This design comes from an exercise in tuning for small area and a short achievable clock period on the open sky130 flow, not from production work.
Function was checked by simulation only, so behaviour that the tests miss may differ from the original.

build 70:
// fft_complex_compute
module fft_complex_compute #(
  parameter DATA_WIDTH = 32
) (
  input  logic clk,
  input  logic [DATA_WIDTH-1:0] x_N,
  input  logic [DATA_WIDTH-1:0] x_M,
  input  logic [DATA_WIDTH-1:0] w_N,
  output logic [DATA_WIDTH-1:0] y_N,
  output logic [DATA_WIDTH-1:0] y_M
);
export LEC_CHECK = 0
export ABC_AREA = 1
export CAP_MARGIN = 20
export CORE_MARGIN = 2
export CORE_UTILIZATION = 40
export SETUP_SLACK_MARGIN = 4.5
export SLEW_MARGIN = 20
export SYNTH_HIERARCHICAL = 1
export SYNTH_MINIMUM_KEEP_SIZE = 0
create_clock -name core_clock -period 8.0 [get_ports {clk}]
standard.sh (not shown) runs the stock make flow with config.mk's settings and CLKGATE_MAP_FILE= SYNTH_SCRIPT=/design/flow/synth_recipe.tcl, a recipe that flattens the netlist after the stock synthesis.
==> flow/flow/run.sh <==
#!/bin/bash
# The standard layout (the standard.sh: ORFS synthesis through finish,
# unchanged), except that the port buffers that global placement inserts on
# every input and output are the platform's smallest buffer (buf_1) rather
# than the one buffer_ports picks by default.  Timing repair still resizes
# them where a path needs it.  The tools' output goes to standard.log.
set -euo pipefail
export BUFFER_PORTS_ARGS="-buffer_cell sky130_fd_sc_hd__buf_1"
bash standard.sh > standard.log 2>&1
Edits applied to the flow inputs when going from build 70 to build 23:
Settings: CTS_CLUSTER_DIAMETER: unset -> 120; CTS_CLUSTER_SIZE: unset -> 20; CORE_UTILIZATION: 40 -> 55.
## What came out
Build 23 vs. build 70: proportion of cell area occupied by registers went up by 0.58 points.
The following lists how build 60 was set up differently from build 23:
Settings: setting TNS_END_PERCENT to 5 for the first time; changing CORE_UTILIZATION from 55 to 40.
Results
Multi-input gate share of the layout cell area ends up lower on build 60.
The via count reported for build 60 is lower than the one for build 23.
The lower signal arrival time at the worst endpoint of build 60 and build 23 is in build 23.
Changes observed in build 60 relative to build 23: routed wire length decreased about 4.4%, die area increased 37%.
Comparing build 60 with build 23, the final area came out essentially unchanged.
On area growth from synthesis to layout, build 23 tracks build 60 almost exactly.

========
fft_complex_compute again, from the RTL that the note above started with.
Settings: LEC_CHECK=0, ABC_AREA=1, CAP_MARGIN=20, CORE_MARGIN=2, CORE_UTILIZATION=40, CTS_CLUSTER_DIAMETER=120, CTS_CLUSTER_SIZE=20, SETUP_SLACK_MARGIN=4.6, SLEW_MARGIN=20, SYNTH_HIERARCHICAL=1, SYNTH_MINIMUM_KEEP_SIZE=0; clock period 8.0 ns.
Scripts as last shown in full above: flow/flow/run.sh
Rerun with:
SETUP_SLACK_MARGIN = 4.5   (was 4.6)
TNS_END_PERCENT = 25   (was unset)
=> Critical path depth climbs by 1. First-iteration DRC count drops by roughly a tenth. Clock skew drops by 4.8 ps.
Rerun with:
SETUP_SLACK_MARGIN = 4.4   (was 4.5)
TNS_END_PERCENT = unset   (was 25)
Effect: Cell area decreases by 0.87%. Final cell count hardly moves. Die area does not change. Wire length is about the same. Core utilization drops by 0.38 points. Via count stays flat. Area after synthesis is unchanged. First-iteration DRC count climbs by 2.7%. Clock skew is about the same. Sequential cell count does not change.

========
## lane 1
Starting RTL as in the previous note.
Design fft_complex_compute, start of the top module:
module fft_complex_compute #(
  parameter DATA_WIDTH = 32
) (
  input  logic clk,
  input  logic [DATA_WIDTH-1:0] x_N,
  input  logic [DATA_WIDTH-1:0] x_M,
  input  logic [DATA_WIDTH-1:0] w_N,
  output logic [DATA_WIDTH-1:0] y_N,
  output logic [DATA_WIDTH-1:0] y_M
);
export LEC_CHECK = 0
export ABC_AREA = 1
export CAP_MARGIN = 20
export CORE_MARGIN = 2
export CORE_UTILIZATION = 40
export CTS_CLUSTER_DIAMETER = 120
export CTS_CLUSTER_SIZE = 20
export PLACE_DENSITY = 0.75
export SETUP_SLACK_MARGIN = 4.5
export SLEW_MARGIN = 20
export SYNTH_HIERARCHICAL = 1
export SYNTH_MINIMUM_KEEP_SIZE = 0
create_clock -name core_clock -period 8.0 [get_ports {clk}]
Scripts as last shown in full above: flow/flow/run.sh
Edits applied to the flow inputs when going from lane 1 to lane 2:
# lane 1
export LEC_CHECK = 0
export ABC_AREA = 1
export CAP_MARGIN = 20
export CORE_MARGIN = 2
export CORE_UTILIZATION = 40
export CTS_CLUSTER_DIAMETER = 120
export CTS_CLUSTER_SIZE = 20
export PLACE_DENSITY = 0.75
export SETUP_SLACK_MARGIN = 4.5
export SLEW_MARGIN = 20
export SYNTH_HIERARCHICAL = 1
export SYNTH_MINIMUM_KEEP_SIZE = 0
create_clock -name core_clock -period 8.0 [get_ports {clk}]
# lane 2
export LEC_CHECK = 0
export ABC_AREA = 1
export CAP_MARGIN = 20
export CORE_MARGIN = 2
export CORE_UTILIZATION = 40
export SETUP_SLACK_MARGIN = 4.5
export SLEW_MARGIN = 20
export SYNTH_HIERARCHICAL = 1
export SYNTH_MINIMUM_KEEP_SIZE = 0
create_clock -name core_clock -period 8.0 [get_ports {clk}]
==> flow/run.sh (new file) <==
#!/bin/bash
# synth_recipe.tcl (not shown) runs the flow's synth.tcl, then flattens the netlist and writes it again
# the make line also repeats each setting of config.mk as NAME=value (left out here)
make -C /OpenROAD-flow-scripts/flow DESIGN_CONFIG=/design/flow/config.mk WORK_HOME=/design/flow/orfs CLKGATE_MAP_FILE= SYNTH_SCRIPT=/design/flow/synth_recipe.tcl finish
removed: flow/flow/run.sh
removed: flow/standard.sh
--- outcome ---
Run comparison: lane 1 cell at the slowest stage of the critical path sky130_fd_sc_hd__fa_1; lane 2 cell at the slowest stage of the critical path sky130_fd_sc_hd__fa_2. [compare] base=lane 1 new=lane 2: number of slew-limit violations in the final report held, cell count along the critical path higher, total wire length after detailed routing went up 1.4 mm. On via count, the lower figure sits with lane 2, not lane 1. Per-cell via count in the routed design (lower): lane 2. Going from lane 1 to lane 2, count of plain and timing-repair buffers went down 12; required arrival time at the worst endpoint rose by 0.05 ns.
Here is what was changed in the inputs of lane 3 compared with lane 2.
# lane 2
export LEC_CHECK = 0
export ABC_AREA = 1
export CAP_MARGIN = 20
export CORE_MARGIN = 2
export CORE_UTILIZATION = 40
export SETUP_SLACK_MARGIN = 4.5
export SLEW_MARGIN = 20
export SYNTH_HIERARCHICAL = 1
export SYNTH_MINIMUM_KEEP_SIZE = 0
create_clock -name core_clock -period 8.0 [get_ports {clk}]
# lane 3
export LEC_CHECK = 0
export ABC_AREA = 1
export CAP_MARGIN = 20
export CORE_MARGIN = 2
export CORE_UTILIZATION = 40
export CTS_CLUSTER_DIAMETER = 120
export CTS_CLUSTER_SIZE = 20
export SETUP_SLACK_MARGIN = 4.5
export SLEW_MARGIN = 20
export SYNTH_HIERARCHICAL = 1
export SYNTH_MINIMUM_KEEP_SIZE = 0
create_clock -name core_clock -period 8.0 [get_ports {clk}]
==> flow/flow/run.sh (new file) <==
#!/bin/bash
# The standard layout (the standard.sh: ORFS synthesis through finish,
# unchanged), except that the port buffers that global placement inserts on
# every input and output are the platform's smallest buffer (buf_1) rather
# than the one buffer_ports picks by default.  Timing repair still resizes
# them where a path needs it.  The tools' output goes to standard.log.
set -euo pipefail
export BUFFER_PORTS_ARGS="-buffer_cell sky130_fd_sc_hd__buf_1"
bash standard.sh > standard.log 2>&1
==> flow/standard.sh (new file) <==
#!/bin/bash
# synth_recipe.tcl (not shown) runs the flow's synth.tcl, then flattens the netlist and writes it again
# the make line also repeats each setting of config.mk as NAME=value (left out here)
make -C /OpenROAD-flow-scripts/flow DESIGN_CONFIG=/design/flow/config.mk WORK_HOME=/design/flow/orfs CLKGATE_MAP_FILE= SYNTH_SCRIPT=/design/flow/synth_recipe.tcl "${@:-finish}"
removed: flow/run.sh
Results
Final worst slack sits higher in lane 3 than in lane 2. Finished layout cell area: lane 3 vs lane 2 down about 5.4%.

========
fft_complex_compute, a different RTL version from the one above (not shown whole).
Size in the first run: about 3,300 cells after synthesis, ~32,000 um2 of cells after synthesis.
clock: 8.0 ns
lec_check: 0
abc_area: 1
cap_margin: 20
core_margin: 2
core_utilization: 40
setup_slack_margin: 4.5
slew_margin: 20
synth_hierarchical: 1
synth_minimum_keep_size: 0
run.sh (not shown) runs the stock make flow with config.mk's settings and CLKGATE_MAP_FILE= SYNTH_SCRIPT=/design/flow/synth_recipe.tcl, a recipe that flattens the netlist after the stock synthesis.
Stock flow here: none of the scripts above is used.
The baseline went through all stages and came out clean.
Next try:
- CTS_BUF_LIST: default -> sky130_fd_sc_hd__clkbuf_8
Result:
- global-route usage came out higher by 0.25 points
- register-to-register slack got worse by 0.02 ns
- wire length came out higher by 0.99%
- maximum frequency came out lower by 0.61%
- first-iteration DRC count came out higher by 2.3%

========
v6:
Starting RTL as in the previous note.
==> flow/design.v (excerpt) <==
module fft_complex_compute #(
  parameter DATA_WIDTH = 32
) (
  input  logic clk,
  input  logic [DATA_WIDTH-1:0] x_N,
  input  logic [DATA_WIDTH-1:0] x_M,
  input  logic [DATA_WIDTH-1:0] w_N,
  output logic [DATA_WIDTH-1:0] y_N,
  output logic [DATA_WIDTH-1:0] y_M
);
  logic [15:0] ar, ai, wr, wi;
  logic [15:0] ar2, ai2;
  logic [15:0] ynr, yni, ymr, ymi;
  logic [7:0] br_neg, br_one, br_two;
  logic [7:0] bi_neg, bi_one, bi_two;
  logic pp1;
  logic pp2;
  logic pp3;
  logic pp4;
  logic pp5;
  logic pp6;
  logic pp7;
  logic pp8;
  logic pp9;
  logic pp10;
  logic pp11;
  logic pp12;
  logic pp13;
  logic pp14;
  logic pp15;
  logic pp16;
  logic pp17;
  logic pp18;
  logic pp19;
  logic pp20;
  logic pp21;
  logic pp22;
  logic pp23;
  logic pp24;
  logic pp25;
  logic pp26;
  logic pp27;
  logic pp28;
  logic pp29;
  logic pp30;
  logic pp31;
  logic pp32;
  logic pp33;
  logic pp34;
  logic pp35;
  logic pp36;
  logic pp37;
  logic pp38;
  logic pp39;
  logic pp40;
  logic pp41;
  logic pp42;
  logic pp43;
  logic pp44;
  logic pp45;
  logic pp46;
  logic pp47;
  logic pp48;
  logic pp49;
  logic pp50;
  logic pp51;
  logic pp52;
  logic pp53;
  logic pp54;
  logic pp55;
  logic pp56;
  logic pp57;
  logic pp58;
  logic pp59;
  logic pp60;
  logic pp61;
  logic pp62;
  logic pp63;
  logic pp64;
  logic pp65;
  logic pp66;
  logic pp67;
  logic pp68;
  logic pp69;
  logic pp70;
  logic pp71;
  logic pp72;
  logic pp73;
  logic pp74;
  logic pp75;
  logic pp76;
  logic pp77;
  logic pp78;
  logic pp79;
  logic pp80;
  logic pp81;
  logic pp82;
  logic pp83;
  logic pp84;
  logic pp85;
  logic pp86;
  logic pp87;
  logic pp88;
  logic pp89;
  logic pp90;
  logic pp91;
  logic pp92;
  logic pp93;
  logic pp94;
  logic pp95;
  logic pp96;
  logic pp97;
  logic pp98;
  logic pp99;
  logic pp100;
  logic pp101;
  logic pp102;
  logic pp103;
  logic pp104;
  logic pp105;
  logic pp106;
  logic pp107;
  logic pp108;
  logic pp109;
  logic pp110;
  logic pp111;
  logic pp112;
  logic pp113;
  logic pp114;
  logic pp115;
  logic pp116;
  logic pp117;
  logic pp118;
  logic pp119;
  logic pp120;
  logic pp121;
  logic pp122;
  logic pp123;
  logic pp124;
  logic pp125;
  logic pp126;
  ...
clock: 8.0 ns
lec_check: 0
abc_area: 1
cap_margin: 20
core_margin: 2
core_utilization: 40
setup_slack_margin: 4.7
slew_margin: 20
synth_hierarchical: 1
synth_minimum_keep_size: 0
#### Input delta (v7 over v6)
- swapping 4.7 for 5.0 in SETUP_SLACK_MARGIN
==> results.txt <==
Run comparison: v7 capture point of the critical path qr_l1g0; v6 capture point of the critical path qr_h0_3
Relative to v6, utilization of the core after routing increased by 4.7 points in v7.
Compared with v6, v7 shows a higher number of cells on the critical path.
Compared with v6, v7 supports a higher clock frequency.

## static timing again, ports no longer ideal
The flow's constraints put no driver on any port. The routed layouts listed below were extracted and timed again, unchanged, in two steps. Step 1 sets driving cells, clkbuf_16 on the clock port and buf_2 on the other inputs (assumed; they add their load-dependent delay and slew). Step 2 adds t to the input delays and takes it off the output delays; t is the mean of the earliest and latest rising clock arrival at the registers after step 1. Input paths then give back, and output paths get back, about the clock's delay inside the block. a / b / c = ideal ports / drivers / drivers and shift; a / b = the first two.
run | shift t [ns] | setup slack, ns | worst setup path after step 2 | worst slew at a driven data input, ns
build 70 | 0.649 | 4.519 / 4.519 / 4.519 | register to register | 0.07
build 23 | 0.633 | 4.503 / 4.503 / 4.503 | register to register | 0.04
build 60 | 0.667 | 4.388 / 4.388 / 4.388 | register to register | 0.07
the first run of note 2 | 0.667 | 4.425 / 4.425 / 4.425 | register to register | 0.07
the second run of note 2 | 0.661 | 4.498 / 4.498 / 4.498 | register to register | 0.07
the third run of note 2 | 0.665 | 4.442 / 4.442 / 4.442 | register to register | 0.07
lane 1 | 0.663 | 4.433 / 4.433 / 4.433 | register to register | 0.06
lane 2 | 0.663 | 4.522 / 4.522 / 4.522 | register to register | 0.05
lane 3 | 0.673 | 4.540 / 4.540 / 4.540 | register to register | 0.07
the first run of note 4 | 0.647 | 4.499 / 4.499 / 4.499 | register to register | 0.08
the second run of note 4 | 0.747 | 4.478 / 4.478 / 4.478 | register to register | 0.08
v6 | 0.643 | 4.615 / 4.615 / 4.615 | register to register | 0.08
v7 | 0.650 | 4.662 / 4.662 / 4.662 | register to register | 0.08
After both steps setup and hold are still met in every run listed.
